This design comes from an exercise in tuning for small area on the open sky130 flow, not from production work.
Function was checked by simulation only, so behaviour that the tests miss may differ from the original.
No activity file was given, so power comes from the tool's default toggle rates.

==> design.v <==
module hex_to_angle (
	input clk,
	input init,                  
	input sweep,                 
	input [7:0] i,
	input [7:0] m,               
	input s,                     
	input zero,                  
	output reg hun,              
	output reg [3:0] ten,
	output reg [3:0] uni
);
	function [255:0] step_table;
		input neg;
		integer k;
		begin
			for (k = 0; k < 256; k = k + 1)
				if (neg)
					step_table[k] = (k < 255) &&
						(((899*(k+1) + 2295) / 2550) != ((899*k + 2295) / 2550));
				else
					step_table[k] = ((6*(k+1)) / 17) != ((6*k) / 17);
		end
	endfunction
	localparam [255:0] STEP_POS = step_table(1'b0);
	localparam [255:0] STEP_NEG = step_table(1'b1);
	wire below = (i < m);
	wire inc = sweep && !zero && (s ? (!below && STEP_NEG[i]) : (below && STEP_POS[i]));
	always @(posedge clk)
	begin
		if (init)
		begin
			hun <= 1'b0;
			ten <= (s && !zero) ? 4'd0 : 4'd9;
			uni <= 4'd0;
		end
		else if (inc)
		begin
			if (uni == 4'd9)
			begin
				uni <= 4'd0;
				if (ten == 4'd9)
				begin
					ten <= 4'd0;
					hun <= 1'b1;
				end
				else
					ten <= ten + 4'd1;
			end
			else
				uni <= uni + 4'd1;
		end
	end
endmodule
module hvsync_generator(
	input clk,
	input rst,
	output reg [9:0] hd,
	output reg [9:0] vd,
	output frame_end,
	output hsync,
	output vsync
);
	wire hd_end = hd[9] & hd[8] & hd[5];                   
	wire vd_end = vd[9] & vd[3] & vd[2] & vd[0];           
	always @(posedge clk)
	begin
		if (rst)
		begin
			hd <= 10'd800;
			vd <= 10'd525;
		end
		else
		begin
			hd <= hd_end ? 10'd0 : hd + 10'd1;
			if (hd_end)
				vd <= vd_end ? 10'd0 : vd + 10'd1;
		end
	end
	assign frame_end = hd[9] & hd[8] & (&hd[4:0]) & vd_end;
	assign hsync = ~(hd[9] & ~hd[8] & hd[7] & (hd[6:0] >= 7'd17) & (hd[6:0] <= 7'd111));
	assign vsync = ~(vd[8:0] == 9'd491);
endmodule
module VGADemo (
	input [9:0] cx,
	input [9:0] cy,
	input hun,
	input [3:0] ten,
	input [3:0] uni,
	output text
);
	function [7:0] font;
		input [3:0] code;       
		input [2:0] row;
		begin
			font = 8'h00;
			case (code)
				4'd0: case (row) 0: font = 8'b0011_1100; 1: font = 8'b0100_0110; 2: font = 8'b0100_1010; 3: font = 8'b0101_0010; 4: font = 8'b0110_0010; 5: font = 8'b0100_0010; 6: font = 8'b0011_1100; default: font = 8'h00; endcase
				4'd1: case (row) 0: font = 8'b0001_1000; 1: font = 8'b0010_1000; 2: font = 8'b0100_1000; 3: font = 8'b0000_1000; 4: font = 8'b0000_1000; 5: font = 8'b0000_1000; 6: font = 8'b0111_1110; default: font = 8'h00; endcase
				4'd2: case (row) 0: font = 8'b0011_1100; 1: font = 8'b0100_0010; 2: font = 8'b0000_0010; 3: font = 8'b0000_1100; 4: font = 8'b0011_0000; 5: font = 8'b0100_0000; 6: font = 8'b0111_1110; default: font = 8'h00; endcase
				4'd3: case (row) 0: font = 8'b0011_1100; 1: font = 8'b0100_0010; 2: font = 8'b0000_0010; 3: font = 8'b0001_1100; 4: font = 8'b0000_0010; 5: font = 8'b0100_0010; 6: font = 8'b0011_1100; default: font = 8'h00; endcase
				4'd4: case (row) 0: font = 8'b0000_0100; 1: font = 8'b0000_1100; 2: font = 8'b0001_0100; 3: font = 8'b0010_0100; 4: font = 8'b0111_1110; 5: font = 8'b0000_0100; 6: font = 8'b0000_0100; default: font = 8'h00; endcase
				4'd5: case (row) 0: font = 8'b0111_1110; 1: font = 8'b0100_0000; 2: font = 8'b0111_1100; 3: font = 8'b0000_0010; 4: font = 8'b0000_0010; 5: font = 8'b0100_0010; 6: font = 8'b0011_1100; default: font = 8'h00; endcase
				4'd6: case (row) 0: font = 8'b0011_1100; 1: font = 8'b0100_0000; 2: font = 8'b0111_1100; 3: font = 8'b0100_0010; 4: font = 8'b0100_0010; 5: font = 8'b0100_0010; 6: font = 8'b0011_1100; default: font = 8'h00; endcase
				4'd7: case (row) 0: font = 8'b0111_1110; 1: font = 8'b0000_0010; 2: font = 8'b0000_0100; 3: font = 8'b0000_1000; 4: font = 8'b0001_0000; 5: font = 8'b0010_0000; 6: font = 8'b0010_0000; default: font = 8'h00; endcase
				4'd8: case (row) 0: font = 8'b0011_1100; 1: font = 8'b0100_0010; 2: font = 8'b0100_0010; 3: font = 8'b0011_1100; 4: font = 8'b0100_0010; 5: font = 8'b0100_0010; 6: font = 8'b0011_1100; default: font = 8'h00; endcase
				4'd9: case (row) 0: font = 8'b0011_1100; 1: font = 8'b0100_0010; 2: font = 8'b0100_0010; 3: font = 8'b0011_1110; 4: font = 8'b0000_0010; 5: font = 8'b0000_0010; 6: font = 8'b0011_1100; default: font = 8'h00; endcase
				4'd10: case (row) 0: font = 8'b1000_0001; 1: font = 8'b0100_0010; 2: font = 8'b0010_0100; 3: font = 8'b0001_1000; 4: font = 8'b0010_0100; 5: font = 8'b0100_0010; 6: font = 8'b1000_0001; default: font = 8'h00; endcase
				4'd11: case (row) 0: font = 8'b1000_0001; 1: font = 8'b0100_0010; 2: font = 8'b0010_0100; 3: font = 8'b0001_1000; 4: font = 8'b0001_1000; 5: font = 8'b0001_1000; 6: font = 8'b0001_1000; default: font = 8'h00; endcase
				4'd12: case (row) 0: font = 8'b1111_1111; 1: font = 8'b0000_0010; 2: font = 8'b0000_0100; 3: font = 8'b0000_1000; 4: font = 8'b0001_0000; 5: font = 8'b0010_0000; 6: font = 8'b1111_1111; default: font = 8'h00; endcase
				4'd13: case (row) 1, 2, 4, 5: font = 8'b0110_0000; default: font = 8'h00; endcase
				default: font = 8'h00;
			endcase
		end
	endfunction
	wire line_x = (cy[8:3] == 6'd12 & cy[2]) | (cy[8:3] == 6'd13 & ~cy[2]);
	wire line_y = (cy[8:3] == 6'd15);
	wire line_z = (cy[8:3] == 6'd17 & cy[2]) | (cy[8:3] == 6'd18 & ~cy[2]);
	wire [2:0] row = {cy[2] ^ ~line_y, cy[1:0]};
	wire c_letter = (cx[9:3] == 7'd12 & cx[2]) | (cx[9:3] == 7'd13 & ~cx[2]);
	wire c_hun    = (cx[9:3] == 7'd15);
	wire c_ten    = (cx[9:3] == 7'd16);
	wire c_uni    = (cx[9:3] == 7'd17);
	wire c_char = c_letter | (cx[9:3] == 7'd14) | c_hun | c_ten | c_uni;
	wire [3:0] code = c_letter ? (line_x ? 4'd10 : (line_y ? 4'd11 : 4'd12)) :
	                  (cx[9:3] == 7'd14) ? 4'd13 :
	                  c_hun ? 4'd1 : (c_ten ? ten : uni);
	wire show = c_hun ? hun : (c_ten ? (hun | (ten != 4'd0)) : c_char);
	wire [2:0] col = c_letter ? {~cx[2], cx[1:0]} : cx[2:0];
	wire [7:0] bits = font(code, row);
	assign text = (line_x | line_y | line_z) & show & bits[3'd7 - col];
endmodule
module angle_display (
	input clk,
	input rst,
	input [7:0] x_hex,
	input x_neg,
	input [7:0] y_hex,
	input y_neg,
	input [7:0] z_hex,
	input z_neg,
	output [2:0] pixel,
	output hsync,
	output vsync
);
	wire [9:0] hd, vd;
	wire frame_end;
	hvsync_generator HVSYNC (
		.clk(clk),
		.rst(rst),
		.hd(hd),
		.vd(vd),
		.frame_end(frame_end),
		.hsync(hsync),
		.vsync(vsync)
	);
	reg [7:0] abs_x, abs_y, abs_z;
	reg neg_x, neg_y, neg_z;
	reg zero;
	always @(posedge clk)
	begin
		if (rst)
			zero <= 1'b1;
		else if (frame_end)
			zero <= 1'b0;
		if (frame_end)
		begin
			abs_x <= x_hex;
			abs_y <= y_hex;
			abs_z <= z_hex;
			neg_x <= x_neg;
			neg_y <= y_neg;
			neg_z <= z_neg;
		end
	end
	wire [7:0] m = vd[5] ? (vd[4] ? abs_y : abs_x) : abs_z;
	wire s = vd[5] ? (vd[4] ? neg_y : neg_x) : neg_z;
	wire hun;
	wire [3:0] ten, uni;
	hex_to_angle CONV (
		.clk(clk),
		.init(~hd[9] & hd[8]),
		.sweep(hd[9] & ~hd[8]),
		.i(hd[7:0]),
		.m(m),
		.s(s),
		.zero(zero),
		.hun(hun),
		.ten(ten),
		.uni(uni)
	);
	wire text;
	VGADemo TEXT (
		.cx(hd),
		.cy(vd),
		.hun(hun),
		.ten(ten),
		.uni(uni),
		.text(text)
	);
	assign pixel = {3{text}};
endmodule
==> flow/run.sh <==
#!/bin/bash
# Layout flow: the standard flow (standard.sh), with these changes:
# - synthesis maps the logic with ABC's deepsyn and area mapping, under
#   several seeds, keeping the smallest (abc_best.tcl), in place of ORFS's
#   abc call, and lets ABC see adders and comparators as plain logic (no
#   half/full-adder extraction, no Kogge-Stone carry map). The synthesis
#   script is otherwise synth_recipe.tcl and ORFS's synth.tcl as they are, so
#   the registers, their names and their cells are the standard synthesis's.
# - the port buffers are buf_1 cells (the outputs drive 10 fF).
# - clock tree synthesis adds no dummy loads and uses clkbuf_4 buffers.
# Each tool's output goes to a log file in the work folder.
set -euo pipefail
CTS="-repair_clock_nets -dont_use_dummy_load -buf_list sky130_fd_sc_hd__clkbuf_4"
WORK=$(pwd)
F=$WORK/flow

# ORFS's synth.tcl with its abc call replaced
sed "s#log_cmd abc {\*}\$abc_args#source $F/abc_best.tcl#" \
	"$FLOW_HOME/scripts/synth.tcl" > "$WORK/synth_body.tcl"
grep -q "abc_best.tcl" "$WORK/synth_body.tcl"
# synth_recipe.tcl sourcing it
sed "s#source \$::env(SCRIPTS_DIR)/synth.tcl#source $WORK/synth_body.tcl#" \
	"$WORK/synth_recipe.tcl" > "$WORK/own_synth.tcl"
grep -q "synth_body" "$WORK/own_synth.tcl"
# standard.sh with that synthesis script and settings
sed "s#SYNTH_SCRIPT=[^ ]*#SYNTH_SCRIPT=$WORK/own_synth.tcl ADDER_MAP_FILE= SYNTH_OPERATIONS_ARGS=-flatten 'BUFFER_PORTS_ARGS=-buffer_cell sky130_fd_sc_hd__buf_1' 'CTS_ARGS=$CTS'#" \
	"$WORK/standard.sh" > "$WORK/own_standard.sh"
grep -q "own_synth" "$WORK/own_standard.sh"

bash "$WORK/own_standard.sh" synth > "$WORK/synth.log" 2>&1
bash "$WORK/own_standard.sh" > "$WORK/layout.log" 2>&1
==> flow/abc_best.tcl <==
# Technology mapping for synth.tcl, in place of its single abc call: map the
# logic with deepsyn (under several random seeds) and area mapping, and keep
# the smallest result. Only the combinational logic changes; the flip-flops
# were mapped before this step.
set abc_dir [file dirname [info script]]
set abc_tmp $::env(RESULTS_DIR)
yosys design -save abc_pre
set abc_best_area -1
set abc_best_seed -1
foreach abc_seed {0 1 2 3 4 5 6 7} {
  yosys design -load abc_pre
  set fh [open $abc_tmp/deep_$abc_seed.abc w]
  puts $fh "strash\n&get -n\n&deepsyn -T 20 -S $abc_seed\n&put\ndch -f\namap"
  close $fh
  log_cmd abc -script $abc_tmp/deep_$abc_seed.abc {*}$lib_args {*}$lib_dont_use_args
  set abc_stat [tee -q -s result.string stat {*}$lib_args]
  if { ![regexp {Chip area for module [^:]*: ([0-9.]+)} $abc_stat -> abc_area] } {
    error "no area after abc"
  }
  puts "abc seed $abc_seed: area $abc_area"
  if { $abc_best_area < 0 || $abc_area < $abc_best_area } {
    set abc_best_area $abc_area
    set abc_best_seed $abc_seed
    yosys design -save abc_best
  }
}
puts "abc: kept seed $abc_best_seed, area $abc_best_area"
yosys design -load abc_best
==> standard.sh <==
#!/bin/bash
# synth_recipe.tcl (not shown) runs the flow's synth.tcl, then flattens the netlist and writes it again
# the make line also repeats each setting of config.mk as NAME=value (left out here)
make -C /OpenROAD-flow-scripts/flow DESIGN_CONFIG=/design/flow/config.mk WORK_HOME=/design/flow/orfs CLKGATE_MAP_FILE= SYNTH_SCRIPT=/design/flow/synth_recipe.tcl "${@:-finish}"
==> config.mk <==
export PLATFORM = sky130hd
export DESIGN_NAME = angle_display
export DESIGN_NICKNAME = angle_display
export VERILOG_FILES = /design/flow/design.v
export SDC_FILE = /design/flow/constraint.sdc
export NUM_CORES = 4
export LEC_CHECK = 0
export CAP_MARGIN = 20
export CORE_MARGIN = 2
export CORE_UTILIZATION = 40
export SLEW_MARGIN = 20
==> constraint.sdc <==
create_clock -name core_clock -period 40.0 [get_ports {clk}]
set_input_delay 8.0000 -clock core_clock [delete_from_list [all_inputs] [get_ports {clk}]]
set_output_delay 8.0000 -clock core_clock [all_outputs]
set_load 0.01 [all_outputs]
==> results of run 1 <==
[state kept, by name, summed over array words and instances (netlist names)]
name	flops
neg_y	1
CONV.ten	4
neg_z	1
neg_x	1
CONV.hun	1
HVSYNC.vd	10
CONV.uni	4
zero	1
HVSYNC.hd	10
abs_z	8
abs_y	8
abs_x	8
[tightest hold or removal path: cells and delay by family (launching register included)]
kind | cells | cell delay [ns]
buffers and inverters | 1 | 0.06
AO/OA/AOI/OAI | 1 | 0.07
flip-flops | 1 | 0.33
[cells in the final DEF, fill, tap and decap left out, types with 3 or more instances in the layout]
master and count:
buf_1 33, or3_1 3, nor3_1 24, o22ai_1 11
nand2_1 29, nand3_1 6, or2_0 3, o21ai_0 29
clkinv_1 54, a32oi_1 3, o221ai_1 6, a211oi_1 7
nor2b_1 3, a21oi_1 14, and3_1 3, o21a_1 4
o32a_1 3, clkbuf_4 9, a221oi_1 7, a31oi_1 8
a222oi_1 3, nor4_1 5, edfxtp_1 31, nor2_1 112
dfxtp_1 26
[cell families after synthesis]
group | share of synthesized area (%)
simple gates | 25.6
buf+inv | 6.91
compound gates | 23.0
flops | 44.5
[metal layers]
metal	global-route usage, %	up-vias	wire length [µm]
met3	5.30	22	711
met2	31.4	157	3940
met5	0	-	0
li1	-	1590	-
met4	5.31	0	128
met1	29.1	1505	4130
[area by class of cell]
class | instances | area share [%]
clock buffers | 9 | 1.89
inverters | 54 | 5.67
repair buffers | 35 | 3.89
flip-flops and latches | 57 | 40.6
well taps | 102 | 3.57
multi-input cells | 305 | 44.4
[power groups by stage]
stage	Combinational (W)	Sequential [W]	Clock (W)
4_1_cts	0.0000420	0.0000698	0.0000298
2_1_floorplan	0.0000313	0.0000695	0
3_3_place_gp	0.0000433	0.0000712	0
3_5_place_dp	0.0000417	0.0000712	0
6_report	0.0000433	0.0000699	0.0000287
5_1_grt	0.0000483	0.0000705	0.0000321
[stage by stage]
step / hold WS, ns / total power (W) / cell area (µm²)
floorplan: 0.438 / 0.000101 / 3260
global placement: 0.476 / 0.000114 / 3510
detailed placement: 0.481 / 0.000113 / 3510
CTS: 0.501 / 0.000142 / 3570
global route: 0.515 / 0.000151 / 3570
finish: 0.497 / 0.000142 / 3570
[how the worst max path moves through the flow]
stage                     cells past startpoint          from        to  slack, ns
after floorplan                              18  HVSYNC.hd[6]  pixel[0]      28.56
final                                        18  HVSYNC.hd[6]  pixel[0]      27.37
after detailed placement                     18  HVSYNC.hd[6]  pixel[2]      27.92
after global routing                         21  HVSYNC.hd[6]  pixel[2]      26.96
after global placement                       18  HVSYNC.hd[6]  pixel[1]      27.85
after CTS                                    18  HVSYNC.hd[6]  pixel[2]      27.46
==> impl_metrics.toml, run 1 <==
[run_status]
status = "no timing/DRC/antenna violations"

[pwr]
switchingPower_w = 0.0000527
ir_worst_vdd_v = 0.0000210
seq_power_share_pct = 49.3
comb_power_share_pct = 30.5
power_frac_clock_pct = 20.2
swShare_pct = 37.1
power_density_nw_per_um2 = 39.7
p_int_w = 0.0000893
p_leak_nw = 1.13

[clock_network]
cts_sinks = 57
cts_tree = "built"
path_clk_slew_ns = 0.10
post_cts_buffers = 0
cts_resized = 0
postCtsHoldBufs = 0
clk_path_buf_depth = 2
clock-root-buffer = "clkbuf_4"
clock_latency_ns = 0.41
numCtsBuffers = 9
htreeDepth = 3

[sta]
worst_pin_slew_ns = 0.738
maxSlewViolCount = 0
max_slew_margin_pct = 50.6
setup_ws_ns = 27.37
grt_setup_unrepaired = "no"
clock-skew-final_ns = 0.0622
tns_ns = 0
min_period_ns = 12.63
max_freq_mhz = 79.2
min_period_over_period_pct = 31.6
setup_viol = 0
hold_viol = 0

[hold_path]
holdPathStages = 2
hp-class = "reg -> reg"
min_to = "zero"
min-delay-start = "zero"

[cells_and_area]
regArea_um2 = 1450
drive_gt1_share_pct = 2.61
stdcell_count = 562
diodes = 0
fin_util_pct = 45.8
fill_cells = 813
layout.nets = 491
syn_to_final_growth_pct = 9.72
multi_input_area_um2 = 1590

[worst_setup_path]
cp_slowest_cell = "dfxtp_1"
crit_arrival_ns = 4.63
r2r_setup_slack_ns = 35.20
crit_required_ns = 32.00
crit_family = "simple AND/OR/NAND/NOR gates"
rr_worst_depth = 21
cp-start-kind = "flop"
crit_buf_inv = 4
cp_common_cell = "nor2_1"
worstPathMaxFanout = 8
end_kind = "primary output"
r2r-end = "CONV.ten[1]"
cpPeakStageDelay_ns = 0.48
r2r-start = "HVSYNC.hd[4]"
worstSetupPathType = "reg -> out"
crit_chain = "clkinv_1 > nor2_1 > clkinv_1 > o221ai_1 > clkinv_1 > or3_1 > nor2_1 > a21oi_1 > nor3_1 > nor2_1 > nor3_1 > a221oi_1 > a221oi_1 > nor2_1 > nor3_1 > o2111a_1 > o221a_1 > buf_1"

[floorplanning]
core_um2 = 7810
die-area_um2 = 8880
die_h_um = 94.3
die_x_um = 94.3
ios = 34
initial_utilization_pct = 41.7
num_rows = 32

[synth]
synth_top_cell_area_share_pct = 28.6
yosys_register_bits = 57
avgSynthCellArea_um2 = 7.78
synthTopCellsByArea = "edfxtp_1, dfxtp_1, nor2_1, clkinv_1, o21ai_0"
synth_ff_type = "edfxtp_1"
yosysTopAreaCell = "edfxtp_1"
yosysSeqAreaShare_pct = 44.5
netlist_area_um2 = 3260
ys_warn_count = 4
synthArstFlopShare_pct = 0
syn_inst = 419
yosysMostFrequentCell = "nor2_1"
synth_nets = 448
synth_edf_count = 31
ys_types = 40
synth_common_cells = "nor2_1, clkinv_1, edfxtp_1"

[placed_design]
place_worst_setup_slack_ns = 27.92
place_congestion = 0.950
placedCellCount = 553
dp_hpwl_um = 6760
portBuffers = 33

[global_routing]
overflow = 0
grt_pass1_wl_um = 14200
grt_max_degree = 29
grt_usage_pct = 20.6
grt_pass1_vias = 2928
antenna_found_initial = 0

[routing]
wl_per_cell_um = 15.9
vias = 3274
drc = 0
viasPerCell = 5.83
antenna_left = 0
drtIter0Drc = 313
dr.pass1.iters = 5
drt_wl_total_um = 8920

[run]
drv_cap = 0
==> inputs of run 2 (changes only) <==
--- a/flow/run.sh
+++ b/flow/run.sh
@@ -11,5 +11,5 @@
 # Each tool's output goes to a log file in the work folder.
 set -euo pipefail
-CTS="-repair_clock_nets -dont_use_dummy_load -buf_list sky130_fd_sc_hd__clkbuf_4"
+CTS="-sink_clustering_enable -repair_clock_nets -dont_use_dummy_load -buf_list {sky130_fd_sc_hd__clkbuf_4 sky130_fd_sc_hd__clkbuf_8}"
 WORK=$(pwd)
 F=$WORK/flow
==> run 2 against run 1 <==
  * Clock power up 38%
  * Synthesized cell count unchanged
  * Synthesized area unchanged
  * Flip-flop and latch count unchanged
  * Still clean on timing, DRC and antenna
  * Design area up 1.6%
  * Sequential power about the same
  * Largest cell class unchanged
  * Die area unchanged
==> impl_metrics.toml, run 2 <==
[pwr]
seq_power_share_pct = 45.8
p_leak_nw = 1.16
switchingPower_w = 0.0000538
p_int_w = 0.0000989
total_power_w = 0.000153
comb_power_share_pct = 28.3
power_density_nw_per_um2 = 42.1
swShare_pct = 35.3
power_frac_clock_pct = 25.9
ir_worst_vdd_v = 0.0000228

[clock_network]
cts_tree = "built"
postCtsHoldBufs = 0
cts_sinks = 57
numCtsBuffers = 9
clk_path_buf_depth = 2
cts_resized = 0
htreeDepth = 3
clock-root-buffer = "clkbuf_8"
path_clk_slew_ns = 0.07
post_cts_buffers = 0
clock_latency_ns = 0.34

[synth]
yosysSeqAreaShare_pct = 44.5
synth_top_cell_area_share_pct = 28.6
synthTopCellsByArea = "edfxtp_1, dfxtp_1, nor2_1, clkinv_1, o21ai_0"
synth_ff_type = "edfxtp_1"
ys_types = 40
synth_nets = 448
yosysTopAreaCell = "edfxtp_1"
yosysMostFrequentCell = "nor2_1"
synthArstFlopShare_pct = 0
yosys_register_bits = 57
syn_inst = 419
synth_edf_count = 31
synth_common_cells = "nor2_1, clkinv_1, edfxtp_1"
avgSynthCellArea_um2 = 7.78
netlist_area_um2 = 3260
ys_warn_count = 4

[cells_and_area]
regArea_um2 = 1450
fin_area_um2 = 3630
layout_common_cells = "nor2_1, clkinv_1, buf_1"
fin_util_pct = 46.5
fill_cells = 806
layout.nets = 491
drive_gt1_share_pct = 2.61
diodes = 0
multi_input_area_um2 = 1590
reg_top3 = "HVSYNC.hd x10, HVSYNC.vd x10"
layout_commonest_cell = "nor2_1"
syn_to_final_growth_pct = 11.4
stdcell_count = 562

[routing]
drtIter0Drc = 309
drt_wl_total_um = 8800
viasPerCell = 5.83
drc = 0
antenna_left = 0
dr.pass1.iters = 5
wl_per_cell_um = 15.7
vias = 3274

[sta]
clock-skew-final_ns = 0.0390
worst_pin_slew_ns = 0.740
max_freq_mhz = 79.7
max_slew_margin_pct = 50.5
hold_viol = 0
maxSlewViolCount = 0
tns_ns = 0
min_period_ns = 12.54
setup_viol = 0
min_period_over_period_pct = 31.4
grt_setup_unrepaired = "no"

[worst_setup_path]
r2r-start = "HVSYNC.hd[4]"
endpoint = "pixel[0]"
rr_worst_depth = 21
cp_slowest_cell = "dfxtp_1"
crit_chain = "clkinv_1 > nor2_1 > clkinv_1 > o221ai_1 > clkinv_1 > or3_1 > nor2_1 > a21oi_1 > nor3_1 > nor2_1 > nor3_1 > a221oi_1 > a221oi_1 > nor2_1 > nor3_1 > o2111a_1 > o221a_1 > buf_1"
cp_common_cell = "nor2_1"
crit_required_ns = 32.00
cp-start-kind = "flop"
r2r_setup_slack_ns = 35.24
end_kind = "primary output"
r2r-end = "CONV.ten[1]"
crit_start = "HVSYNC.hd[6]"
worstSetupPathType = "reg -> out"
crit_arrival_ns = 4.54
worstPathMaxFanout = 8
cpPeakStageDelay_ns = 0.47

[floorplanning]
die_x_um = 94.3
die_h_um = 94.3
die-area_um2 = 8880
initial_utilization_pct = 41.7
ios = 34
num_rows = 32
core_um2 = 7810

[global_routing]
grt_pass1_vias = 2926
grt_usage_pct = 20.6
overflow = 0
antenna_found_initial = 0
grt_pass1_wl_um = 14200
grt_max_degree = 29

[placed_design]
place_congestion = 0.950
dp_hpwl_um = 6760
place_area_um2 = 3510
placedCellCount = 553
portBuffers = 33

[run]
drv_cap = 0

[run_status]
status = "no timing/DRC/antenna violations"

[hold_path]
hp-class = "reg -> reg"
[run 2: cell counts after synthesis]
No cell type changed its count.
[run 2: metrics by stage]
stage | hold WS [ns] | worst slack (ns)
floorplan | 0.438 | 28.56
global placement | 0.476 | 27.85
detailed placement | 0.481 | 27.92
CTS | 0.496 | 27.54
global route | 0.509 | 27.06
finish | 0.494 | 27.46
[run 2: worst min-delay path by stage]
stage | to | slack [ns] | from | cells after the start
after floorplan | CONV.hun | 0.44 | CONV.hun | 2
after global placement | zero | 0.48 | zero | 2
after detailed placement | CONV.hun | 0.48 | CONV.hun | 2
after CTS | zero | 0.50 | zero | 2
after global routing | zero | 0.51 | zero | 2
final | zero | 0.49 | zero | 2
[run 2: area by class of cell]
cell class / instances / area share [%]
clock buffers: 9 / 3.41
flip-flops and latches: 57 / 40.0
repair buffers: 35 / 3.82
inverters: 54 / 5.58
multi-input cells: 305 / 43.7
well taps: 102 / 3.51
[run 2: cells by family (layout without fill, tap and decap cells)]
kind of cell / count (synthesis) / in the layout / synth area share, %
simple gates: 195 / 195 / 25.6
compound gates: 110 / 110 / 23.0
flops: 57 / 57 / 44.5
buf+inv: 57 / 98 / 6.91
[run 2: per-layer routing]
layer	global-route usage [%]	share of wire [%]	vias up
met3	4.33	8.0	15
met4	6.76	1.5	0
met1	29.2	45	1502
li1	-	-	1586
met2	31.3	45	171
met5	0	0	-
[run 2: worst max-delay path: cells and delay by family, from the launching register on]
family	cells	cell delay, ns
buf+inv	4	0.85
compound gates	6	1.35
flops	1	0.47
simple gates	8	1.52
[run 2: power groups by stage]
stage	clock network (W)	logic (W)	registers (W)
6_report	0.0000395	0.0000432	0.0000700
5_1_grt	0.0000429	0.0000483	0.0000706
4_1_cts	0.0000405	0.0000419	0.0000699
3_5_place_dp	0	0.0000417	0.0000712
3_3_place_gp	0	0.0000433	0.0000712
2_1_floorplan	0	0.0000313	0.0000695
==> inputs of run 3 (changes only) <==
--- a/flow/run.sh
+++ b/flow/run.sh
@@ -11,5 +11,5 @@
 # Each tool's output goes to a log file in the work folder.
 set -euo pipefail
-CTS="-sink_clustering_enable -repair_clock_nets -dont_use_dummy_load -buf_list {sky130_fd_sc_hd__clkbuf_4 sky130_fd_sc_hd__clkbuf_8}"
+CTS="-sink_clustering_enable -repair_clock_nets -dont_use_dummy_load -buf_list sky130_fd_sc_hd__clkbuf_4"
 WORK=$(pwd)
 F=$WORK/flow
==> run 3 against run 2 <==
  * Still clean on timing, DRC and antenna
  * Design area decreased by 1.6%
  * Hold slack improved by 0.0032 ns
  * Routed wire length up 1.3%
  * Critical path depth unchanged
  * First-iteration DRC count up 1.3%
  * Worst setup slack lost 0.084 ns
  * Via count unchanged
  * Synthesized area stayed put
  * Clock power shrank 27%
  * Sequential power about the same
  * Sequential share of layout area grew 0.63 points
  * Critical path type unchanged
==> impl_metrics.toml, run 3 <==
[run_status]
status = "no timing/DRC/antenna violations"

[worst_setup_path]
crit_cells = 18
crit_required_ns = 32.00
endpoint = "pixel[0]"
worstSetupPathType = "reg -> out"
end_kind = "primary output"
cp_slowest_cell = "dfxtp_1"
crit_arrival_ns = 4.63
crit_buf_inv = 4
crit_start = "HVSYNC.hd[6]"
crit_family = "simple AND/OR/NAND/NOR gates"
cp_common_cell = "nor2_1"
worstPathMaxFanout = 8
rr_worst_depth = 21
r2r_setup_slack_ns = 35.20
r2r-end = "CONV.ten[1]"
cpPeakStageDelay_ns = 0.48
crit_chain = "clkinv_1 > nor2_1 > clkinv_1 > o221ai_1 > clkinv_1 > or3_1 > nor2_1 > a21oi_1 > nor3_1 > nor2_1 > nor3_1 > a221oi_1 > a221oi_1 > nor2_1 > nor3_1 > o2111a_1 > o221a_1 > buf_1"
cp-start-kind = "flop"
r2r-start = "HVSYNC.hd[4]"

[clock_network]
clock_latency_ns = 0.41
post_cts_buffers = 0
path_clk_slew_ns = 0.10
cts_sinks = 57
postCtsHoldBufs = 0
cts_tree = "built"
clock-root-buffer = "clkbuf_4"
htreeDepth = 3
cts_resized = 0
numCtsBuffers = 9
clk_path_buf_depth = 2

[cells_and_area]
drive_gt1_share_pct = 2.61
layout_common_cells = "nor2_1, clkinv_1, buf_1"
fin_area_um2 = 3570
syn_to_final_growth_pct = 9.72
layout.nets = 491
layout_commonest_cell = "nor2_1"
diodes = 0
reg_top3 = "HVSYNC.hd x10, HVSYNC.vd x10"

[pwr]
p_leak_nw = 1.13
total_power_w = 0.000142
ir_worst_vdd_v = 0.0000210
power_density_nw_per_um2 = 39.7

[hold_path]
holdPathStages = 2
hp-class = "reg -> reg"

[routing]
dr.pass1.iters = 5
antenna_left = 0
drt_wl_total_um = 8920
vias = 3274
drtIter0Drc = 313
wl_per_cell_um = 15.9
drc = 0
viasPerCell = 5.83

[synth]
avgSynthCellArea_um2 = 7.78
synth_common_cells = "nor2_1, clkinv_1, edfxtp_1"
synth_nets = 448
syn_inst = 419
netlist_area_um2 = 3260
synth_top_cell_area_share_pct = 28.6
ys_warn_count = 4
yosysTopAreaCell = "edfxtp_1"
synth_ff_type = "edfxtp_1"
ys_types = 40
yosysSeqAreaShare_pct = 44.5
yosysMostFrequentCell = "nor2_1"
yosys_register_bits = 57
synthTopCellsByArea = "edfxtp_1, dfxtp_1, nor2_1, clkinv_1, o21ai_0"
synthArstFlopShare_pct = 0
synth_edf_count = 31

[floorplanning]
die_h_um = 94.3
die_x_um = 94.3
die-area_um2 = 8880
num_rows = 32
ios = 34
initial_utilization_pct = 41.7
core_um2 = 7810

[global_routing]
overflow = 0
top_usage_layer = "met2"
grt_pass1_wl_um = 14200
use_met1_pct = 29.1
antenna_found_initial = 0
met3_usage_pct = 5.30
met2_usage_pct = 31.4
grt_usage_pct = 20.6
grt_max_degree = 29
grt_pass1_vias = 2928

[placed_design]
dp_hpwl_um = 6760
place_area_um2 = 3510
portBuffers = 33
place_congestion = 0.950

[run]
drv_cap = 0

[sta]
holdWs_ns = 0.497
worst_pin_slew_ns = 0.738
max_freq_mhz = 79.2
hold_viol = 0
tns_ns = 0
setup_viol = 0
maxSlewViolCount = 0
max_slew_margin_pct = 50.6
min_period_over_period_pct = 31.6
grt_setup_unrepaired = "no"
min_period_ns = 12.63
clock-skew-final_ns = 0.0622
run 3: changes by cell type in the layout (fill, tap and decap cells not counted):
cell / delta
clkbuf_4: +9
clkbuf_8: -9
run 3: where the power goes:
group | internal [W] | switching, W
clock | 0.0000104 | 0.0000183
combinational | 0.0000138 | 0.0000296
sequential | 0.0000651 | 0.00000485
run 3: area by class of cell:
type / instances / area, µm²
Clock buffer: 9 / 67.6
Sequential cell: 57 / 1450
Fill cell: 813 / 4230
Multi-Input combinational cell: 305 / 1590
Tap cell: 102 / 128
Inverter: 54 / 203
Timing Repair Buffer: 35 / 139
run 3: worst min-delay path, cell delays in order (launching register included):
cell and delay, ns:
dfxtp_1 0.33, clkinv_1 0.06, o21ai_0 0.07
run 3: routing by layer:
metal / part of all wire, % / wire length, µm / up-vias
li1: - / - / 1590
met1: 46 / 4130 / 1505
met2: 44 / 3940 / 157
met3: 8.0 / 711 / 22
met4: 1.4 / 128 / 0
met5: 0 / 0 / -
run 3: cells by family (layout without fill, tap and decap cells):
kind of cell,after synthesis,after routing,share of synthesized area (%)
AND/OR/NAND/NOR,195,195,25.6
AO/OA/AOI/OAI,110,110,23.0
flip-flops,57,57,44.5
buffers and inverters,57,98,6.91
run 3: worst min-delay path by stage:
| stage | from | end | slack, ns |
|---|---|---|---|
| 6_report | zero | zero | 0.50 |
| 3_3_place_gp | zero | zero | 0.48 |
| 3_5_place_dp | CONV.hun | CONV.hun | 0.48 |
| 2_1_floorplan | CONV.hun | CONV.hun | 0.44 |
| 5_1_grt | zero | zero | 0.52 |
| 4_1_cts | zero | zero | 0.50 |
run 3: metrics by stage:
step	std cells	util (%)	worst slack, ns
after floorplan	419	-	28.56
after global placement	553	44.9	27.85
after detailed placement	553	44.9	27.92
after CTS	562	45.8	27.46
after global routing	562	45.8	26.96
final	562	45.8	27.37
==> inputs of run 4 (changes only) <==
--- a/flow/run.sh
+++ b/flow/run.sh
@@ -11,5 +11,5 @@
 # Each tool's output goes to a log file in the work folder.
 set -euo pipefail
-CTS="-sink_clustering_enable -repair_clock_nets -dont_use_dummy_load -buf_list sky130_fd_sc_hd__clkbuf_4"
+CTS="-sink_clustering_enable -repair_clock_nets -dont_use_dummy_load -sink_clustering_size 64 -sink_clustering_max_diameter 1000 -sink_clustering_levels 1 -buf_list sky130_fd_sc_hd__clkbuf_8"
 WORK=$(pwd)
 F=$WORK/flow
==> run 4 against run 3 <==
  * Still clean on timing, DRC and antenna
  * Design area rose by 1.3%
  * Sequential share of layout area fell by 0.53 points
  * Synthesized cell count fell by 0.24%
  * Clock skew fell by 0.035 ns
  * Final cell count fell by 0.18%
  * Largest power group unchanged
  * Highest routed layer unchanged
  * Clock-buffer cell count did not move
  * Critical path type unchanged
  * Via count fell by 1.2%
  * Routed wire length rose by 1.4%
  * Worst setup slack got worse by 0.016 ns
==> impl_metrics.toml, run 4 <==
[worst_setup_path]
rr_worst_depth = 23
end_kind = "primary output"
worstPathMaxFanout = 8
r2r_setup_slack_ns = 35.09
worstSetupPathType = "reg -> out"
cp_slowest_cell = "o31ai_1"
r2r-start = "HVSYNC.vd[5]"
crit_required_ns = 32.00
crit_buf_inv = 3
crit_arrival_ns = 4.64
r2r-end = "CONV.ten[1]"
cp-start-kind = "flop"
crit_family = "simple AND/OR/NAND/NOR gates"
cpPeakStageDelay_ns = 0.88
crit_chain = "clkinv_1 > o31ai_1 > clkinv_1 > nor2_1 > nand2_1 > o21a_1 > or4_1 > nand2_1 > o41a_1 > nor3_1 > a311oi_1 > a31oi_1 > nor4b_1 > buf_1"

[clock_network]
postCtsHoldBufs = 0
clk_path_buf_depth = 2
cts_tree = "built"
cts_sinks = 57
cts_resized = 0
clock-root-buffer = "clkbuf_8"
post_cts_buffers = 0
htreeDepth = 3
path_clk_slew_ns = 0.05
numCtsBuffers = 9
clock_latency_ns = 0.34

[routing]
wl_per_cell_um = 16.1
vias = 3234
drc = 0
dr.pass1.iters = 5
drt_wl_total_um = 9040
antenna_left = 0
drtIter0Drc = 178
viasPerCell = 5.76

[sta]
clock-skew-final_ns = 0.0275
max_slew_margin_pct = 35.3
worst_pin_slew_ns = 0.962
setup_viol = 0
min_period_over_period_pct = 31.6
hold_viol = 0
maxSlewViolCount = 0
max_freq_mhz = 79.1
holdWs_ns = 0.474
min_period_ns = 12.64
tns_ns = 0
grt_setup_unrepaired = "no"

[synth]
synth_mux_area_share_pct = 0
synthArstFlopShare_pct = 0
synth_top_cell_area_share_pct = 28.6
synth_ff_type = "edfxtp_1"
yosys.area_share.adder_pct = 0
synth_top_family_by_area = "simple AND/OR/NAND/NOR gates"
yosys_register_bits = 57
avgSynthCellArea_um2 = 7.77
syn_inst = 418
synth_common_cells = "nor2_1, clkinv_1, nand2_1"
synth_xor_area_share_pct = 0
synth_nets = 447
yosysSeqAreaShare_pct = 44.7
yosysTopAreaCell = "edfxtp_1"
synth-compound-area-share_pct = 22.9
synthTopCellsByArea = "edfxtp_1, dfxtp_1, nor2_1, clkinv_1, nand2_1"
netlist_area_um2 = 3250
synth_edf_count = 31
ys_warn_count = 4
ys_types = 39
yosysMostFrequentCell = "nor2_1"
synth-simple-area-share_pct = 26.1

[cells_and_area]
fin_util_pct = 46.4
syn_to_final_growth_pct = 11.5
reg_top3 = "HVSYNC.hd x10, HVSYNC.vd x10"
layout_common_cells = "nor2_1, clkinv_1, nand2_1"
layout.nets = 490
stdcell_count = 561
layout_commonest_cell = "nor2_1"
drive_gt1_share_pct = 2.61
diodes = 0

[placed_design]
portBuffers = 33
dp_hpwl_um = 6920
placedCellCount = 552
place_congestion = 0.908

[floorplanning]
die_h_um = 94.1
core_um2 = 7810
num_rows = 32
ios = 34
die-area_um2 = 8860
die_x_um = 94.1
initial_utilization_pct = 41.6

[hold_path]
min-delay-start = "CONV.hun"
min_to = "CONV.hun"
hp-class = "reg -> reg"
holdPathStages = 2

[pwr]
ir_worst_vdd_v = 0.0000246
power_density_nw_per_um2 = 46.7
p_leak_nw = 1.20

[global_routing]
overflow = 0
grt_max_degree = 29
grt_pass1_wl_um = 15000
grt_pass1_vias = 3169
antenna_found_initial = 0
grt_usage_pct = 21.9

[run_status]
status = "no timing/DRC/antenna violations"

[run]
drv_cap = 0
==> run 4: cell count changes after synthesis, sizes merged, moves of 5 or more <==
| cell | delta |
|---|---|
| a221oi | -6 |
| clkinv | -5 |
| nand2 | +12 |
| o21ai | -6 |
| o221ai | -6 |
==> run 4: final cells by class <==
| class | count | area (µm²) |
|---|---|---|
| Multi-Input combinational cell | 309 | 1600 |
| Tap cell | 102 | 128 |
| Sequential cell | 57 | 1450 |
| Clock buffer | 9 | 124 |
| Timing Repair Buffer | 35 | 139 |
| Inverter | 49 | 184 |
| Fill cell | 808 | 4190 |
==> run 4: metrics by stage <==
step | power (W) | cell area [µm²] | setup slack [ns]
4_1_cts | 0.000168 | 3620 | 27.43
6_report | 0.000169 | 3620 | 27.36
2_1_floorplan | 0.000111 | 3250 | 28.46
3_3_place_gp | 0.000130 | 3500 | 27.84
5_1_grt | 0.000180 | 3620 | 27.10
3_5_place_dp | 0.000128 | 3500 | 27.82
==> run 4: how the worst max path moves through the flow <==
stage / to / slack (ns) / cells after the start / from
3_3_place_gp: pixel[0] / 27.84 / 14 / HVSYNC.hd[7]
3_5_place_dp: pixel[1] / 27.82 / 14 / HVSYNC.hd[7]
2_1_floorplan: pixel[0] / 28.46 / 14 / HVSYNC.hd[7]
6_report: pixel[1] / 27.36 / 14 / HVSYNC.hd[7]
5_1_grt: pixel[0] / 27.10 / 14 / HVSYNC.hd[7]
4_1_cts: pixel[1] / 27.43 / 14 / HVSYNC.hd[7]
==> run 4: cell families after synthesis <==
kind of cell           after synthesis
and+or+nand+nor                    201
DFF                                 57
AOI/OAI and AO/OA                  108
buffers and inverters               52
==> run 4: worst min-delay path, cell delays in order, from the launching register on <==
cell and delay (ns):
dfxtp_1 0.33, a31oi_1 0.04, nor2_1 0.07
==> run 4: metal layers <==
metal	wire length (µm)	vias up	global-route usage [%]
met3	514	22	3.93
met2	4130	123	34.8
li1	-	1610	-
met4	262	0	11.2
met1	4130	1479	28.3
met5	0	-	0
==> run 4: where the power goes <==
group          leakage [nW]  internal, W  switching, W
combinational         0.643    0.0000186     0.0000402
sequential            0.492    0.0000654    0.00000486
clock                0.0647    0.0000199     0.0000201
==> inputs of run 5 (changes only) <==
--- a/design.v
+++ b/design.v
@@ -7,5 +7,6 @@
 	input s,                     
 	input zero,                  
-	output reg hun,              
+	output hun,                  
+	output ten_on,               
 	output reg [3:0] ten,
 	output reg [3:0] uni
@@ -31,5 +32,4 @@
 		if (init)
 		begin
-			hun <= 1'b0;
 			ten <= (s && !zero) ? 4'd0 : 4'd9;
 			uni <= 4'd0;
@@ -37,12 +37,9 @@
 		else if (inc)
 		begin
-			if (uni == 4'd9)
+			if (uni[3] & uni[0])         
 			begin
 				uni <= 4'd0;
-				if (ten == 4'd9)
-				begin
+				if (ten[3] & ten[0])         
 					ten <= 4'd0;
-					hun <= 1'b1;
-				end
 				else
 					ten <= ten + 4'd1;
@@ -52,4 +49,6 @@
 		end
 	end
+	assign hun = ~s & ~(ten[3] & ten[0]);
+	assign ten_on = ~s | (ten != 4'd0);
 endmodule
 module hvsync_generator(
@@ -85,5 +84,6 @@
 	input [9:0] cx,
 	input [9:0] cy,
-	input hun,
+	input hun,           
+	input ten_on,        
 	input [3:0] ten,
 	input [3:0] uni,
@@ -126,5 +126,5 @@
 	                  (cx[9:3] == 7'd14) ? 4'd13 :
 	                  c_hun ? 4'd1 : (c_ten ? ten : uni);
-	wire show = c_hun ? hun : (c_ten ? (hun | (ten != 4'd0)) : c_char);
+	wire show = c_hun ? hun : (c_ten ? ten_on : c_char);
 	wire [2:0] col = c_letter ? {~cx[2], cx[1:0]} : cx[2:0];
 	wire [7:0] bits = font(code, row);
@@ -176,5 +176,5 @@
 	wire [7:0] m = vd[5] ? (vd[4] ? abs_y : abs_x) : abs_z;
 	wire s = vd[5] ? (vd[4] ? neg_y : neg_x) : neg_z;
-	wire hun;
+	wire hun, ten_on;
 	wire [3:0] ten, uni;
 	hex_to_angle CONV (
@@ -187,4 +187,5 @@
 		.zero(zero),
 		.hun(hun),
+		.ten_on(ten_on),
 		.ten(ten),
 		.uni(uni)
@@ -195,4 +196,5 @@
 		.cy(vd),
 		.hun(hun),
+		.ten_on(ten_on),
 		.ten(ten),
 		.uni(uni),
--- a/flow/run.sh
+++ b/flow/run.sh
@@ -8,8 +8,8 @@
 #   the registers, their names and their cells are the standard synthesis's.
 # - the port buffers are buf_1 cells (the outputs drive 10 fF).
-# - clock tree synthesis adds no dummy loads and uses clkbuf_4 buffers.
+# - clock tree synthesis adds no dummy loads and uses clkbuf_8 buffers.
 # Each tool's output goes to a log file in the work folder.
 set -euo pipefail
-CTS="-sink_clustering_enable -repair_clock_nets -dont_use_dummy_load -sink_clustering_size 64 -sink_clustering_max_diameter 1000 -sink_clustering_levels 1 -buf_list sky130_fd_sc_hd__clkbuf_8"
+CTS="-sink_clustering_enable -repair_clock_nets -dont_use_dummy_load -buf_list sky130_fd_sc_hd__clkbuf_8"
 WORK=$(pwd)
 F=$WORK/flow
==> run 5 against run 4 <==
  * Clock power down about 30%
  * Largest cell class unchanged
  * Still clean
  * Core utilization down 0.78 points
  * Power down 13%
  * Largest power group unchanged
==> impl_metrics.toml, run 5 <==
[floorplanning]
initial_utilization_pct = 41.5
die-area_um2 = 8790
core_um2 = 7770
die_x_um = 93.8
ios = 34
die_h_um = 93.8
num_rows = 32

[placed_design]
place_congestion = 1.00
dp_hpwl_um = 6840
portBuffers = 33
place_area_um2 = 3470

[pwr]
seq_power_share_pct = 46.5
power_density_nw_per_um2 = 41.6
p_int_w = 0.0000905
power_frac_clock_pct = 18.9
comb_power_share_pct = 34.6
p_leak_nw = 1.12
swShare_pct = 38.6
ir_worst_vdd_v = 0.0000162
switchingPower_w = 0.0000569

[cells_and_area]
regArea_um2 = 1430
diodes = 0
layout.nets = 480
layout_commonest_cell = "nor2_1"
syn_to_final_growth_pct = 9.90
multi_input_area_um2 = 1580
reg_top3 = "HVSYNC.hd x10, HVSYNC.vd x10"
drive_gt1_share_pct = 1.78
layout_common_cells = "nor2_1, clkinv_1, nand2_1"
fin_area_um2 = 3540
fill_cells = 807

[sta]
tns_ns = 0
maxSlewViolCount = 0
grt_setup_unrepaired = "no"
max_freq_mhz = 78.7
clock-skew-final_ns = 0.00955
max_slew_margin_pct = 46.8
setup_viol = 0
worst_pin_slew_ns = 0.789
min_period_ns = 12.71
min_period_over_period_pct = 31.8
hold_viol = 0

[clock_network]
post_cts_buffers = 0
cts_tree = "built"
cts_resized = 0
clock-root-buffer = "clkbuf_8"
path_clk_slew_ns = 0.09
htreeDepth = 2
cts_sinks = 56
clk_path_buf_depth = 2
clock_latency_ns = 0.31
postCtsHoldBufs = 0
numCtsBuffers = 5

[routing]
viasPerCell = 5.89
wl_per_cell_um = 16.1
drtIter0Drc = 289
vias = 3246
drt_wl_total_um = 8890
drc = 0
dr.pass1.iters = 5
antenna_left = 0

[worst_setup_path]
worstPathMaxFanout = 14
crit_required_ns = 32.00
end_kind = "primary output"
worstSetupPathType = "reg -> out"
cp-start-kind = "flop"
crit_arrival_ns = 4.71

[synth]
syn_inst = 412
synth_top_cell_area_share_pct = 28.9
synthArstFlopShare_pct = 0
ys_types = 41
avgSynthCellArea_um2 = 7.83
synthTopCellsByArea = "edfxtp_1, dfxtp_1, nor2_1, clkinv_1, o21ai_0"
synth_edf_count = 31
yosysSeqAreaShare_pct = 44.4
yosysTopAreaCell = "edfxtp_1"
synth_common_cells = "nor2_1, clkinv_1, nand2_1"
yosys_register_bits = 56
synth_ff_type = "edfxtp_1"
yosysMostFrequentCell = "nor2_1"
synth_nets = 441
ys_warn_count = 4
netlist_area_um2 = 3220

[global_routing]
grt_pass1_wl_um = 14800
antenna_found_initial = 0
overflow = 0
grt_usage_pct = 21.4
grt_pass1_vias = 3087
grt_max_degree = 29

[hold_path]
hp-class = "reg -> reg"

[run]
drv_cap = 0

[run_status]
status = "no timing/DRC/antenna violations"
-- run 5: cell types whose count changed after synthesis, sizes merged, moves of 4 or more --
| cell | delta |
|---|---|
| o21ai | +8 |
| nand2 | -5 |
| clkinv | +4 |
| nor2 | -4 |
| o22ai | +4 |
-- run 5: metrics by stage --
stage	util, %	hold slack [ns]	worst slack [ns]	total power [W]	std cells
floorplan	-	0.448	28.78	0.000105	412
global placement	44.7	0.468	27.48	0.000121	546
detailed placement	44.7	0.479	27.80	0.000119	546
CTS	45.6	0.499	27.43	0.000147	551
global route	45.6	0.506	27.04	0.000156	551
finish	45.6	0.497	27.29	0.000147	551
-- run 5: kinds of logic after synthesis --
group                  Yosys count  share of synthesized area [%]
buffers and inverters           56                           6.87
AND/OR/NAND/NOR                180                           22.8
AO/OA/AOI/OAI                  120                           25.9
flip-flops                      56                           44.4
-- run 5: layer usage --
layer  up-vias  track usage, %  wire, µm  part of all wire (%)
met2       153            35.5      4090                    46
met4         0            10.6       351                   3.9
li1       1598               -         -                     -
met3        35            3.29       515                   5.8
met5         -               0         0                     0
met1      1460            27.1      3930                    44
-- run 5: cell type report --
| class | instances | share of cell area (%) |
|---|---|---|
| timing repair buffer | 35 | 3.92 |
| clock buffer | 5 | 1.94 |
| tap | 102 | 3.60 |
| multi-input combinational | 300 | 44.5 |
| sequential | 56 | 40.4 |
| inverter | 53 | 5.61 |
-- run 5: final timing paths --
| kind | from | end | slack (ns) | cells past startpoint |
|---|---|---|---|---|
| worst min register to register | zero | zero | 0.50 | 2 |
| worst min-delay path | zero | zero | 0.50 | 2 |
| worst max register to register | HVSYNC.vd[5] | CONV.ten[1] | 35.39 | 19 |
| worst max-delay path | HVSYNC.hd[3] | pixel[1] | 27.29 | 12 |
-- run 5: worst max-delay path, cell delays in order, from the launching register on --
cell and delay (ns):
dfxtp_1 0.62, clkinv_1 0.46, o22ai_1 0.62, nor2_1 0.16, o21ai_0 0.66, clkinv_1 0.32
a32oi_1 0.23, o22ai_1 0.14, o32a_1 0.35, a2111oi_0 0.34, o311ai_0 0.19, nor2b_1 0.18
buf_1 0.13
-- run 5: power by group through the flow --
stage	registers [W]	logic [W]	clock network, W
2_1_floorplan	0.0000685	0.0000361	0
3_3_place_gp	0.0000699	0.0000510	0
3_5_place_dp	0.0000700	0.0000485	0
4_1_cts	0.0000686	0.0000488	0.0000291
5_1_grt	0.0000695	0.0000560	0.0000308
6_report	0.0000686	0.0000509	0.0000279

port drivers added, routing unchanged:
No port has a modelled driver above. Below, the same layouts with a new extraction and two added sets of constraints. Step 1 assumes that a clkbuf_16 drives the clock port and a buf_2 every other input. Step 2 also shifts input and output timing later by t, the mid clock arrival at the registers, as if the neighbouring blocks saw the same clock. Slacks: ideal / step 1 / step 2; pairs: ideal / step 1.
run	t (ns)	setup slack, ns	worst slew at a driven data input, ns
run 1	0.409	27.371 / 27.340 / 27.749	0.03
run 2	0.356	27.456 / 27.424 / 27.780	0.03
run 3	0.409	27.371 / 27.340 / 27.749	0.03
run 4	0.362	27.355 / 27.322 / 27.684	0.03
run 5	0.333	27.287 / 27.256 / 27.589	0.03
After both steps every run listed still meets setup and hold.
